What follows belongs to an exercise in optimizing a design on an open flow for small area; a production flow would make more cautious choices.
For this run, only the layout was checked, not whether the RTL still works.
Power figures rest on the tool's default switching activity, not on a simulated workload.

<file path="flow/run.sh">
#!/bin/bash
# synth_recipe.tcl (not shown) runs the flow's synth.tcl, then flattens the netlist and writes it again
# the make line also repeats each setting of config.mk as NAME=value (left out here)
make -C /OpenROAD-flow-scripts/flow DESIGN_CONFIG=/design/flow/config.mk WORK_HOME=/design/flow/orfs CLKGATE_MAP_FILE= SYNTH_SCRIPT=/design/flow/synth_recipe.tcl finish
</file>
<file path="flow/config.mk">
export PLATFORM = sky130hd
export DESIGN_NAME = DE2_115_Project_Top
export DESIGN_NICKNAME = DE2_115_Project_Top
export VERILOG_FILES = /design/flow/design.v
export SDC_FILE = /design/flow/constraint.sdc
export NUM_CORES = 4
export LEC_CHECK = 0
export CAP_MARGIN = 20
export CORE_MARGIN = 2
export CORE_UTILIZATION = 40
export SLEW_MARGIN = 20
</file>
<file path="flow/constraint.sdc">
create_clock -name core_clock -period 20.0 [get_ports {CLOCK_50}]
set_input_delay 4.0000 -clock core_clock [delete_from_list [all_inputs] [get_ports {CLOCK_50}]]
set_output_delay 4.0000 -clock core_clock [all_outputs]
set_load 0.01 [all_outputs]
</file>
<file path="flow/design.v">
module memory (
    input  wire        clk,
    input  wire        rst,          
    input  wire        we,           
    input  wire [3:0]  write_addr,   
    input  wire [3:0]  read_addr_1,  
    input  wire [3:0]  read_addr_2,  
    input  wire [15:0] write_data,   
    output wire [15:0] read_data_1,  
    output wire [15:0] read_data_2   
);
    reg [15:0] RAM [0:15];
    integer i;
    assign read_data_1 = RAM[read_addr_1];
    assign read_data_2 = RAM[read_addr_2];
    always @(posedge clk) begin
        if (rst) begin
            for (i = 0; i < 16; i = i + 1) begin
                RAM[i] <= 16'd0;
            end
        end else if (we) begin
            RAM[write_addr] <= write_data;
        end
    end
endmodule
module module_alu (
    input  wire [2:0]  opcode,
    input  wire signed [15:0] operand_a,
    input  wire signed [15:0] operand_b,
    output reg  signed [15:0] result
);
    localparam OP_LOAD  = 3'b000;
    localparam OP_ADD   = 3'b001;
    localparam OP_ADDI  = 3'b010;
    localparam OP_SUB   = 3'b011;
    localparam OP_SUBI  = 3'b100;
    localparam OP_MUL   = 3'b101;
    localparam OP_CLEAR = 3'b110;
    localparam OP_DSPLY = 3'b111; 
    always @(*) begin
        case (opcode)
            OP_LOAD:  result = operand_b;         
            OP_ADD:   result = operand_a + operand_b;
            OP_ADDI:  result = operand_a + operand_b;
            OP_SUB:   result = operand_a - operand_b;
            OP_SUBI:  result = operand_a - operand_b;
            OP_MUL:   result = operand_a * operand_b;
            OP_CLEAR: result = 16'd0;             
            OP_DSPLY: result = operand_a;         
            default:  result = 16'd0;
        endcase
    end
endmodule
module module_mini_cpu (
    input  wire        clk,                                    
    input  wire        rst,
    input  wire        button_power,    
    input  wire        button_send,     
    input  wire [17:0] switches,     
    output reg         system_reset_out,     
    output reg         show_splash_req, 
    output reg         force_blank_req, 
    output reg         lcd_start,
    output reg [2:0]   lcd_opcode,
    output reg [3:0]   lcd_reg_index,
    output reg [15:0]  lcd_value,
    input  wire        lcd_busy
);
    localparam [2:0] OP_LOAD    = 3'b000;
    localparam [2:0] OP_ADD     = 3'b001;
    localparam [2:0] OP_ADDI    = 3'b010;
    localparam [2:0] OP_SUB     = 3'b011;
    localparam [2:0] OP_SUBI    = 3'b100;
    localparam [2:0] OP_MUL     = 3'b101;
    localparam [2:0] OP_CLEAR   = 3'b110;
    localparam [2:0] OP_DISPLAY = 3'b111;
    wire [2:0] op_code      = switches[17:15];
    wire [3:0] reg_dest     = switches[14:11];  
    wire [3:0] reg_source_1 = switches[10:7];   
    wire [3:0] reg_source_2 = switches[6:3];    
    wire [6:0] immediate_raw  = switches[6:0]; 
    wire       immediate_sign = immediate_raw[6];
    wire [5:0] immediate_mag  = immediate_raw[5:0];
    reg  memory_write_enable;
    reg  [15:0] memory_write_data;
    wire [15:0] memory_read_1, memory_read_2;
    reg  [15:0] alu_input_a, alu_input_b;
    wire signed [15:0] alu_result;
    reg clear_instruction_signal; 
    wire memory_reset = system_reset_out || clear_instruction_signal;
    wire [3:0] read_address_1;
    assign read_address_1 = (op_code == OP_DISPLAY) ? reg_dest : reg_source_1;
    wire signed [15:0] immediate_extended;
    assign immediate_extended = (immediate_sign) ? -{10'd0, immediate_mag} : {10'd0, immediate_mag};
    reg btn_send_last, btn_power_last;
    wire send_released  = (btn_send_last == 1'b1 && button_send == 1'b0);
    wire power_released = (btn_power_last == 1'b1 && button_power == 1'b0);
    always @(posedge clk) begin
        btn_send_last  <= button_send;
        btn_power_last <= button_power;
    end
    memory mem_unit (
        .clk(clk), 
        .rst(memory_reset), 
        .we(memory_write_enable), 
        .write_addr(reg_dest), 
        .write_data(memory_write_data),
        .read_addr_1(read_address_1),
        .read_addr_2(reg_source_2),
        .read_data_1(memory_read_1), 
        .read_data_2(memory_read_2)
    );
    module_alu alu_unit (
        .opcode(op_code), 
        .operand_a(alu_input_a), 
        .operand_b(alu_input_b), 
        .result(alu_result)
    );
    localparam STATE_OFF        = 0, 
               STATE_WAIT_BOOT  = 1, 
               STATE_SPLASH     = 2, 
               STATE_IDLE       = 3, 
               STATE_EXECUTE    = 4, 
               STATE_LATCH      = 5, 
               STATE_SHUTDOWN   = 6, 
               STATE_UPDATE_LCD = 7, 
               STATE_WAIT_LCD   = 8;
    reg [3:0] current_state;
    reg [15:0] wait_timer; 
    always @(posedge clk) begin
        clear_instruction_signal <= 0; 
        if (rst) begin
            current_state <= STATE_OFF;
            system_reset_out <= 1;
            memory_write_enable <= 0;
            lcd_start <= 0;
            show_splash_req <= 0;
            force_blank_req <= 0;
            wait_timer <= 0;
        end else
        case (current_state)
            STATE_OFF: begin
                system_reset_out <= 1; 
                memory_write_enable <= 0; 
                lcd_start <= 0; 
                show_splash_req <= 0; 
                force_blank_req <= 0; 
                wait_timer <= 0;
                if (power_released) begin 
                    system_reset_out <= 0; 
                    current_state <= STATE_WAIT_BOOT; 
                end
            end
            STATE_WAIT_BOOT: begin
                if (wait_timer < 1000) begin
                    wait_timer <= wait_timer + 1;
                end else if (!lcd_busy) begin
                    current_state <= STATE_SPLASH;
                end
            end
            STATE_SPLASH: begin 
                show_splash_req <= 1; 
                current_state <= STATE_UPDATE_LCD; 
            end
            STATE_IDLE: begin
                memory_write_enable <= 0; 
                lcd_start <= 0; 
                show_splash_req <= 0; 
                force_blank_req <= 0;
                if (power_released) begin
                    current_state <= STATE_SHUTDOWN;
                end else if (send_released) begin
                    current_state <= STATE_EXECUTE;
                end
            end
            STATE_SHUTDOWN: begin 
                force_blank_req <= 1; 
                current_state <= STATE_UPDATE_LCD; 
            end
            STATE_EXECUTE: begin
                case (op_code)
                    OP_LOAD: begin 
                        alu_input_a <= 0; 
                        alu_input_b <= immediate_extended; 
                    end 
                    OP_ADD, OP_SUB: begin 
                        alu_input_a <= memory_read_1; 
                        alu_input_b <= memory_read_2; 
                    end 
                    OP_ADDI, OP_SUBI, OP_MUL: begin 
                        alu_input_a <= memory_read_1; 
                        alu_input_b <= immediate_extended; 
                    end 
                    OP_CLEAR: begin 
                        alu_input_a <= 0; 
                        alu_input_b <= 0; 
                        clear_instruction_signal <= 1; 
                    end 
                    OP_DISPLAY: begin 
                        alu_input_a <= memory_read_1; 
                        alu_input_b <= 0; 
                    end 
                    default: begin alu_input_a <= 0; alu_input_b <= 0; end
                endcase
                current_state <= STATE_LATCH;
            end
            STATE_LATCH: begin
                if (op_code != OP_DISPLAY && op_code != OP_CLEAR) begin 
                    memory_write_enable <= 1; 
                    memory_write_data <= alu_result;
                end
                lcd_opcode <= op_code; 
                lcd_reg_index <= reg_dest; 
                lcd_value <= alu_result;
                current_state <= STATE_UPDATE_LCD;
            end
            STATE_UPDATE_LCD: begin 
                memory_write_enable <= 0; 
                lcd_start <= 1; 
                wait_timer <= 0; 
                current_state <= STATE_WAIT_LCD; 
            end
            STATE_WAIT_LCD: begin
                lcd_start <= 0; 
                if (wait_timer < 15) begin
                    wait_timer <= wait_timer + 1;
                end else if (!lcd_busy) begin
                    if (force_blank_req) current_state <= STATE_OFF;
                    else current_state <= STATE_IDLE;
                end
            end
        endcase
    end
endmodule
module lcd_init_hd44780 (
    input  wire        clk,
    input  wire        rst,
    input  wire        start,
    output reg         done,
    output reg  [7:0]  lcd_data,
    output reg         lcd_rs,
    output reg         lcd_rw,
    output reg         lcd_e
);
    localparam [7:0] CMD_FUNCTION_SET  = 8'h38;
    localparam [7:0] CMD_DISPLAY_ON    = 8'h0C;
    localparam [7:0] CMD_DISPLAY_CLEAR = 8'h01;
    localparam [7:0] CMD_ENTRY_MODE    = 8'h06;
    localparam integer NUM_CMDS = 4;
    localparam [31:0] DELAY_POWER_ON  = 32'd750_000;
    localparam [31:0] DELAY_STD_CMD   = 32'd2_000;
    localparam [31:0] DELAY_CLEAR_CMD = 32'd90_000;
    localparam [31:0] DELAY_PULSE_E   = 32'd50;
    localparam [2:0] S_IDLE=0, S_POWER_WAIT=1, S_SETUP=2, S_PULSE=3, S_WAIT=4, S_DONE=5;
    reg [2:0]  state, next_state;
    reg [31:0] delay_cnt, next_delay_cnt;
    reg [2:0]  cmd_idx, next_cmd_idx;
    reg [7:0] current_cmd;
    function [7:0] command_rom;
        input [2:0] idx;
        case (idx)
            3'd0: command_rom = CMD_FUNCTION_SET;
            3'd1: command_rom = CMD_DISPLAY_ON;
            3'd2: command_rom = CMD_DISPLAY_CLEAR;
            default: command_rom = CMD_ENTRY_MODE;
        endcase
    endfunction
    function [31:0] cmd_delay_rom;
        input [2:0] idx;
        case (idx)
            3'd2: cmd_delay_rom = DELAY_CLEAR_CMD;
            default: cmd_delay_rom = DELAY_STD_CMD;
        endcase
    endfunction
    always @(posedge clk or posedge rst) begin
        if (rst) begin
            state <= S_IDLE; delay_cnt <= 0; cmd_idx <= 0;
        end else begin
            state <= next_state; delay_cnt <= next_delay_cnt; cmd_idx <= next_cmd_idx;
        end
    end
    always @(*) begin
        next_state = state; next_delay_cnt = delay_cnt; next_cmd_idx = cmd_idx;
        case (state)
            S_IDLE: if (start) begin next_state = S_POWER_WAIT; next_delay_cnt = DELAY_POWER_ON; next_cmd_idx = 0; end
            S_POWER_WAIT: if (delay_cnt > 0) next_delay_cnt = delay_cnt - 1; else next_state = S_SETUP;
            S_SETUP: if (cmd_idx < NUM_CMDS) begin next_state = S_PULSE; next_delay_cnt = DELAY_PULSE_E; end else next_state = S_DONE;
            S_PULSE: if (delay_cnt > 0) next_delay_cnt = delay_cnt - 1; else begin next_state = S_WAIT; next_delay_cnt = cmd_delay_rom(cmd_idx); end
            S_WAIT: if (delay_cnt > 0) next_delay_cnt = delay_cnt - 1; else begin next_cmd_idx = cmd_idx + 1; next_state = S_SETUP; end
            S_DONE: next_state = S_DONE;
            default: next_state = S_IDLE;
        endcase
    end
    always @(*) begin
        lcd_data = 0; lcd_rs = 0; lcd_rw = 0; lcd_e = 0; done = 0;
        current_cmd = (cmd_idx < NUM_CMDS) ? command_rom(cmd_idx) : 8'h00;
        case (state)
            S_SETUP: begin lcd_data = current_cmd; end
            S_PULSE: begin lcd_data = current_cmd; lcd_e = 1; end
            S_WAIT:  begin lcd_data = current_cmd; end
            S_DONE:  begin done = 1; end
        endcase
    end
endmodule
module lcd_controller (
    input  wire        clk,
    input  wire        rst,
    input  wire        start_update,    
    input  wire        mode_splash,    
    input  wire        mode_blank,     
    input  wire [2:0]  instruction_opcode,     
    input  wire [3:0]  register_index,    
    input  wire signed [15:0] register_value, 
    output reg         busy_flag,          
    output wire [7:0] lcd_data,
    output wire       lcd_rs,
    output wire       lcd_rw,
    output wire       lcd_e
);
    wire init_done;
    reg  trigger_init;
    wire [7:0] init_data_bus;
    wire init_rs, init_rw, init_e;
    lcd_init_hd44780 lcd_init_inst (
        .clk(clk), .rst(rst), .start(trigger_init), .done(init_done),
        .lcd_data(init_data_bus), .lcd_rs(init_rs), .lcd_rw(init_rw), .lcd_e(init_e)
    );
    reg [7:0] write_data_bus;
    reg write_rs, write_e;
    assign lcd_data = (init_done) ? write_data_bus : init_data_bus;
    assign lcd_rs   = (init_done) ? write_rs       : init_rs;
    assign lcd_rw   = 1'b0;  
    assign lcd_e    = (init_done) ? write_e        : init_e;
    reg [7:0] lcd_buffer [0:31];  
    reg [15:0] absolute_value;
    reg [3:0]  digit_thou, digit_hund, digit_tens, digit_ones, digit_ten_thou; 
    integer i;
    function [39:0] get_opcode_string; 
        input [2:0] op;
        case(op)
            3'b000: get_opcode_string = "LOAD ";
            3'b001: get_opcode_string = "ADD  ";
            3'b010: get_opcode_string = "ADDI ";
            3'b011: get_opcode_string = "SUB  ";
            3'b100: get_opcode_string = "SUBI ";
            3'b101: get_opcode_string = "MUL  ";
            3'b110: get_opcode_string = "CLEAR"; 
            3'b111: get_opcode_string = "DPL  "; 
            default: get_opcode_string = "UNK  ";
        endcase
    endfunction
    reg [39:0] current_op_str;
    localparam S_IDLE        = 0, 
               S_FORMAT_TEXT = 1, 
               S_CMD_CLEAR   = 2, S_WAIT_CLEAR   = 3, 
               S_WRITE_LINE1 = 4, 
               S_CMD_NEWLINE = 5, S_WAIT_NEWLINE = 6, 
               S_WRITE_LINE2 = 7, 
               S_PULSE_EN    = 8; 
    reg [3:0] state;
    reg [3:0] return_state; 
    reg [31:0] delay_counter;
    reg [5:0] char_pointer;
    localparam DELAY_PULSE = 32'd50;     
    localparam DELAY_CHAR  = 32'd2500;   
    localparam DELAY_CMD   = 32'd80000;  
    always @(posedge clk or posedge rst) begin
        if (rst) begin
            state <= S_IDLE;
            trigger_init <= 0;
            busy_flag <= 1;
            write_e <= 0;
            write_rs <= 0;
            write_data_bus <= 8'h00;
            char_pointer <= 0;
        end else begin
            if (!trigger_init && !init_done) trigger_init <= 1;
            case (state)
                S_IDLE: begin
                    write_e <= 0;
                    if (init_done) begin
                        busy_flag <= 0;
                        if (start_update) begin
                            busy_flag <= 1;
                            state <= S_FORMAT_TEXT;
                        end
                    end
                end
                S_FORMAT_TEXT: begin
                    if (mode_blank) begin
                        for(i=0; i<32; i=i+1) lcd_buffer[i] = " "; 
                    end
                    else if (mode_splash) begin
                        lcd_buffer[0] = "-"; lcd_buffer[1] = "-"; 
                        lcd_buffer[2] = "-"; lcd_buffer[3] = "-";
                        for(i=4; i<10; i=i+1) lcd_buffer[i] = " ";
                        lcd_buffer[10] = "[";
                        lcd_buffer[11] = "0"; lcd_buffer[12] = "0";
                        lcd_buffer[13] = "0"; lcd_buffer[14] = "0";
                        lcd_buffer[15] = "]";
                        for(i=16; i<26; i=i+1) lcd_buffer[i] = " "; 
                        lcd_buffer[26] = "+";
                        for(i=27; i<32; i=i+1) lcd_buffer[i] = "0";
                    end 
                    else if (instruction_opcode == 3'b110) begin 
                        current_op_str = get_opcode_string(instruction_opcode); 
                        {lcd_buffer[0], lcd_buffer[1], lcd_buffer[2], lcd_buffer[3], lcd_buffer[4]} = current_op_str;
                        for(i=5; i<32; i=i+1) lcd_buffer[i] = " ";
                    end
                    else begin 
                        current_op_str = get_opcode_string(instruction_opcode);
                        {lcd_buffer[0], lcd_buffer[1], lcd_buffer[2], lcd_buffer[3], lcd_buffer[4]} = current_op_str;
                        for(i=5; i<10; i=i+1) lcd_buffer[i] = " ";
                        lcd_buffer[10] = "[";
                        lcd_buffer[11] = (register_index[3]) ? "1" : "0";
                        lcd_buffer[12] = (register_index[2]) ? "1" : "0";
                        lcd_buffer[13] = (register_index[1]) ? "1" : "0";
                        lcd_buffer[14] = (register_index[0]) ? "1" : "0";
                        lcd_buffer[15] = "]";
                        for(i=16; i<26; i=i+1) lcd_buffer[i] = " ";
                        if (register_value[15] == 1'b1) begin
                            lcd_buffer[26] = "-"; absolute_value = -register_value;
                        end else begin
                            lcd_buffer[26] = "+"; absolute_value = register_value;
                        end
                        digit_ten_thou = (absolute_value/10000)%10; 
                        digit_thou     = (absolute_value/1000)%10;
                        digit_hund     = (absolute_value/100)%10; 
                        digit_tens     = (absolute_value/10)%10; 
                        digit_ones     = absolute_value%10;
                        lcd_buffer[27] = {4'b0011, digit_ten_thou}; 
                        lcd_buffer[28] = {4'b0011, digit_thou};
                        lcd_buffer[29] = {4'b0011, digit_hund}; 
                        lcd_buffer[30] = {4'b0011, digit_tens};
                        lcd_buffer[31] = {4'b0011, digit_ones};
                    end
                    state <= S_CMD_CLEAR;
                end
                S_CMD_CLEAR: begin 
                    write_rs <= 0; write_data_bus <= 8'h01; write_e <= 1;
                    delay_counter <= DELAY_PULSE; state <= S_WAIT_CLEAR; 
                end
                S_WAIT_CLEAR: begin 
                    if (delay_counter > 0) begin delay_counter <= delay_counter - 1; if(delay_counter==DELAY_PULSE/2) write_e<=0; end 
                    else begin delay_counter <= DELAY_CMD; char_pointer <= 0; state <= S_WRITE_LINE1; end 
                end
                S_WRITE_LINE1: begin 
                    if (delay_counter > 0) delay_counter <= delay_counter - 1; 
                    else begin 
                        if (char_pointer < 16) begin 
                            write_rs <= 1; write_data_bus <= lcd_buffer[char_pointer];
                            write_e <= 1; delay_counter <= DELAY_CHAR; 
                            char_pointer <= char_pointer + 1; 
                            return_state <= S_WRITE_LINE1; state <= S_PULSE_EN; 
                        end else state <= S_CMD_NEWLINE; 
                    end 
                end
                S_CMD_NEWLINE: begin 
                    write_rs <= 0; write_data_bus <= 8'hC0; write_e <= 1;
                    delay_counter <= DELAY_PULSE; state <= S_WAIT_NEWLINE; 
                end
                S_WAIT_NEWLINE: begin 
                    if (delay_counter > 0) begin delay_counter <= delay_counter - 1; if(delay_counter==DELAY_PULSE/2) write_e<=0; end 
                    else begin delay_counter <= DELAY_CHAR; state <= S_WRITE_LINE2; end 
                end
                S_WRITE_LINE2: begin 
                    if (delay_counter > 0) delay_counter <= delay_counter - 1; 
                    else begin 
                        if (char_pointer < 32) begin 
                            write_rs <= 1; write_data_bus <= lcd_buffer[char_pointer];
                            write_e <= 1; delay_counter <= DELAY_CHAR; 
                            char_pointer <= char_pointer + 1; 
                            return_state <= S_WRITE_LINE2; state <= S_PULSE_EN; 
                        end else state <= S_IDLE; 
                    end 
                end
                S_PULSE_EN: begin 
                    if (delay_counter > 0) begin 
                        delay_counter <= delay_counter - 1; 
                        if(delay_counter == DELAY_PULSE/2) write_e <= 0; 
                    end else begin 
                        delay_counter <= DELAY_CHAR; state <= return_state; 
                    end 
                end
            endcase
        end
    end
endmodule
module DE2_115_Project_Top (
    input  wire        CLOCK_50,
    input  wire        RST,       
    input  wire [3:0]  KEY,       
    input  wire [17:0] SW,        
    output wire [7:0]  LCD_DATA,
    output wire        LCD_RS,
    output wire        LCD_RW,
    output wire        LCD_EN,
    output wire        LCD_ON,   
    output wire        LCD_BLON
);
    assign LCD_ON   = 1'b1;
    assign LCD_BLON = 1'b1;
    wire        cpu_lcd_start;
    wire [2:0]  cpu_lcd_opcode;
    wire [3:0]  cpu_lcd_reg_idx;
    wire [15:0] cpu_lcd_value;
    wire        lcd_is_busy;
    wire system_reset;          
    wire is_splash_screen;  
    wire is_shutdown_screen;  
    wire button_power = !KEY[0];
    wire button_send  = !KEY[1];
    module_mini_cpu cpu (
        .clk(CLOCK_50),
        .rst(RST),
        .button_power(button_power),
        .button_send(button_send),
        .switches(SW),
        .system_reset_out(system_reset),
        .show_splash_req(is_splash_screen),
        .force_blank_req(is_shutdown_screen),
        .lcd_start(cpu_lcd_start),
        .lcd_opcode(cpu_lcd_opcode),
        .lcd_reg_index(cpu_lcd_reg_idx),
        .lcd_value(cpu_lcd_value),
        .lcd_busy(lcd_is_busy)
    );
    lcd_controller display_ctrl (
        .clk(CLOCK_50),
        .rst(system_reset),         
        .start_update(cpu_lcd_start),
        .mode_splash(is_splash_screen),
        .mode_blank(is_shutdown_screen),
        .instruction_opcode(cpu_lcd_opcode),
        .register_index(cpu_lcd_reg_idx),
        .register_value(cpu_lcd_value),
        .busy_flag(lcd_is_busy),
        .lcd_data(LCD_DATA),
        .lcd_rs(LCD_RS),
        .lcd_rw(LCD_RW),
        .lcd_e(LCD_EN)
    );
endmodule
</file>
==> results.txt <==
## layer usage
| metal | up-vias | wire, um | track usage (%) |
|---|---|---|---|
| li1 | 13325 | - | - |
| met1 | 14207 | 45200 | 29.9 |
| met2 | 1068 | 49000 | 35.9 |
| met3 | 139 | 6670 | 2.53 |
| met4 | 0 | 2700 | 5.93 |
| met5 | - | 0 | 0 |
## Yosys cell counts, types with 15 or more instances
master,instances,area [sq um]
or3_1,35,219
o211ai_1,22,165
nor2b_1,37,231
o31ai_1,22,165
nand4_1,21,131
o21a_1,18,135
o22ai_1,17,106
o21ai_0,202,1010
nand2_1,352,1320
nor4_1,36,225
and2_1,342,2140
inv_1,172,646
mux4_2,144,3240
ha_1,114,1430
a31oi_1,46,288
xor2_1,65,569
edfxtp_1,408,12300
xnor2_1,100,876
a21o_1,35,263
a211oi_1,54,405
nand2b_1,31,194
and3_1,28,175
buf_1,15,56.3
dfxtp_1,46,921
clkbuf_1,193,724
or4_1,16,120
nand3_1,67,335
mux2i_1,48,480
nor3_1,86,430
a21oi_1,152,761
nor2_1,272,1020
dfrtp_1,59,1480
or2_2,18,113
fa_1,80,1600
## sequential cells by signal, summed over array words and instances, names as in the netlist, 4 cells and up, named ones only
register and flops:
cpu.mem_unit.RAM 256, display_ctrl.lcd_buffer 48, display_ctrl.delay_counter 32, display_ctrl.lcd_init_inst.delay_cnt 32, cpu.alu_input_a 16, cpu.alu_input_b 16, cpu.lcd_value 16, cpu.memory_write_data 16
cpu.wait_timer 16, display_ctrl.write_data_bus 8, display_ctrl.char_pointer 6, cpu.current_state 4, cpu.lcd_reg_index 4, display_ctrl.state 4
## cell usage in the layout, fill, tap and decap left out, drive strengths merged, types with 25 or more instances in the layout
cell type,count
mux2i,50
nor4,39
o31ai,29
inv,175
ha,114
mux4,144
clkbuf,64
nor2,273
nand2b,31
clkdlybuf4s50,29
nor3,87
xnor2,100
clkinv,25
buf,72
nor2b,37
xor2,66
nand2,352
dfxtp,46
a31oi,47
dfrtp,59
o21ai,211
and2,345
a21oi,153
fa,80
or3,36
a21o,35
a211oi,61
nand3,67
and3,29
edfxtp,408
## stage by stage
step	utilization [%]	cells	power (mW)	instance area (sq um)
2_1_floorplan	-	3669	2.62	37200
3_3_place_gp	42.2	4781	2.99	38800
3_5_place_dp	42.2	4782	3.01	38800
4_1_cts	44.1	4879	4.01	40500
5_1_grt	44.2	4881	4.26	40600
6_report	44.2	4881	3.99	40600
## final timing paths
| kind | start | endpoint | slack, ps | depth (start not counted) |
|---|---|---|---|---|
| max | cpu.lcd_value[1] | display_ctrl.lcd_buffer[29][3] | 9710 | 31 |
| min | cpu.wait_timer[15] | cpu.wait_timer[15] | 480 | 2 |
| max reg2reg | cpu.lcd_value[1] | display_ctrl.lcd_buffer[29][3] | 9710 | 31 |
| min reg2reg | cpu.wait_timer[15] | cpu.wait_timer[15] | 480 | 2 |
| max in group asynchronous | cpu.system_reset_out | display_ctrl.lcd_init_inst.delay_cnt[0] | 18910 | 2 |
| min in group asynchronous | cpu.system_reset_out | display_ctrl.state[3] | 530 | 2 |
## layout make-up
type	count	area, sq um
Fill cell	8696	51300
Clock inverter	33	298
Timing Repair Buffer	101	842
Sequential cell	514	14700
Inverter	175	661
Multi-Input combinational cell	2751	21200
Clock buffer	64	1420
Tap cell	1243	1560
## worst min-delay path, delay by kind of cell, from the launching register on
| kind | cells | cell delay (ps) |
|---|---|---|
| compound gates | 1 | 40 |
| flops | 1 | 330 |
| simple gates | 1 | 70 |
## cell families after synthesis
logic type                 Yosys count  share of synthesized area (%)
and+or+nand+nor                   1386                           19.1
AOI/OAI and AO/OA                  796                           14.7
DFF                                514                           39.5
buffers and inverters              404                           4.23
muxes                              202                           10.4
adders and majority gates          198                           8.25
xor gates and xnor gates           166                           3.93
other                                2                         0.0202
## where the power goes
| group | internal, mW | switching, mW | leakage, nW |
|---|---|---|---|
| logic | 0.672 | 0.919 | 9.36 |
| clock network | 0.558 | 0.436 | 0.838 |
| registers | 1.32 | 0.0859 | 5.58 |
| total | 2.55 | 1.44 | 15.8 |
==> flow_metrics.env <==
export IMPL_global_route_usage_total_pct=21.6
export IMPL_report_final_setup_viol=0
export IMPL_power_static_leakage_nw=15.8
export IMPL_drtPass1Iterations=6
export IMPL_cts_root_buf="clkbuf_16"
export IMPL_status="finished clean"
export IMPL_cts_buffer_depth=3
export IMPL_post_dr_vias_cell=5.89
export IMPL_tritoncts_buffers=53
export IMPL_worst_setup_slack_post_dpl_ps=9180
export IMPL_wire_per_inst_um=21.2
export IMPL_detail_route_wirelength_um=104000
export IMPL_number_of_enable_flip_flop_cells_after_synthesis=408
export IMPL_diodes=0
export IMPL_number_of_hold_buffers_added_after_cts=0
export IMPL_timing_critical_path_slowest_cell_delay_ps=860
export IMPL_die_w_um=309
export IMPL_dr_total_vias=28739
export IMPL_rsz_0062_raised_after_global_routing="no"
export IMPL_detail_route_iter0_violations=2736
export IMPL_std_cell_rows=111
export IMPL_post_synth_cell_area_avg_sq_um=10.1
export IMPL_synth_area_sq_um=37200
export IMPL_post_route_drc_count=0
export IMPL_postSynth_topFlopCell="edfxtp_1"
export IMPL_die_h_um=309
export IMPL_overflow=0
export IMPL_resize_count_post_cts=0
export IMPL_timing_critical_path_buf_inv=1
export IMPL_numClockSinks=514
export IMPL_synth_warning_count=6
export IMPL_min_path_type="flop to flop"
export IMPL_drv_max_cap_violation_count=0
export IMPL_worst_path_arrival_time_ps=10610
export IMPL_setup_worst_path_start_class="flop"
export IMPL_initial_antenna_violation_count=1
export IMPL_routabilityCongestion=0.884
export IMPL_worstPathMaxFanout=23
export IMPL_synthDistinctLibCells=127
export IMPL_vdd_ir_drop_worst_uv=83.4
export IMPL_die_area_sq_um=95400
export IMPL_crit_family="compound AO/OA/AOI/OAI gates"
export IMPL_tritoncts_clock_tree="done"
export IMPL_finish_net_count=3814
export IMPL_setup_cp_type="flop to flop"
export IMPL_ys_seq_elements=514
export IMPL_netlist_instances=3668
export IMPL_placeableCoreArea_sq_um=91900
export IMPL_final_critical_path_setup_slack_ps=9710
export IMPL_worst_setup_skew_after_layout_ps=37.1
export IMPL_io_pins=37
export IMPL_async_flop_share_pct=11.7
export IMPL_yosysSeqAreaShare_pct=39.5
export IMPL_worst_slew_pin_transition_ps=1130
export IMPL_power_density_nw_per_um2=98.2
export IMPL_endpoint_class_of_the_critical_path="flop"
export IMPL_dp_hpwl_um=70600
export IMPL_global_route_wire_length_before_repair_um=162000
export IMPL_max_freq_mhz=97.2
export IMPL_placement_io_buffers=31
export IMPL_ant_nets=0
export IMPL_fraction_of_layout_cells_with_a_size_suffix_above_1_pct=11.6
export IMPL_critical_path_required_ps=20320
export IMPL_clock_insertion_delay_worst_skew_ps=620
export IMPL_relSlewSlack_pct=24.4
export IMPL_cts_reportedPaths_clkPinSlew_ps=60
export IMPL_first_global_vias=27794
export IMPL_critPathSlowestCell="nor4_4"
export IMPL_initial_core_util_pct=40.4
export IMPL_period_needed_ps=10290
export IMPL_cts_post_setup_buffers_inserted=0
export IMPL_synthToLayoutAreaGrowth_pct=9.23
export IMPL_holdWs_ps=475
export IMPL_grt_max_degree=67
export IMPL_timing_hold_violations_final=0
export IMPL_cts_htree_levels=2
export IMPL_tns_ps=0
export IMPL_final_max_slew_viol_count=0
export IMPL_post_route_period_util_pct=51.5

-- port drivers added, routing unchanged --
The results above use ideal ports. As a check the final layout listed here was re-extracted and re-timed, cells and wires unchanged. Step 1 assumes that a clkbuf_16 drives the clock port and a buf_2 every other input. Step 2 also shifts input and output timing later by t, the mid clock arrival at the registers, as if the neighbouring blocks saw the same clock. Three values: ideal, step 1, step 2; two values: the first two.
t (ns): 0.659
slack for setup (ns): 9.709 / 9.709 / 9.451
hold slack, ns: 0.475 / 0.475 / 0.475
worst setup path at the end: input to register
pins driven straight from the clock port: 1
After both steps setup and hold are still met in this run. The setup slack of this run moves by 0.000 ns with the drivers and by -0.258 ns with both steps.
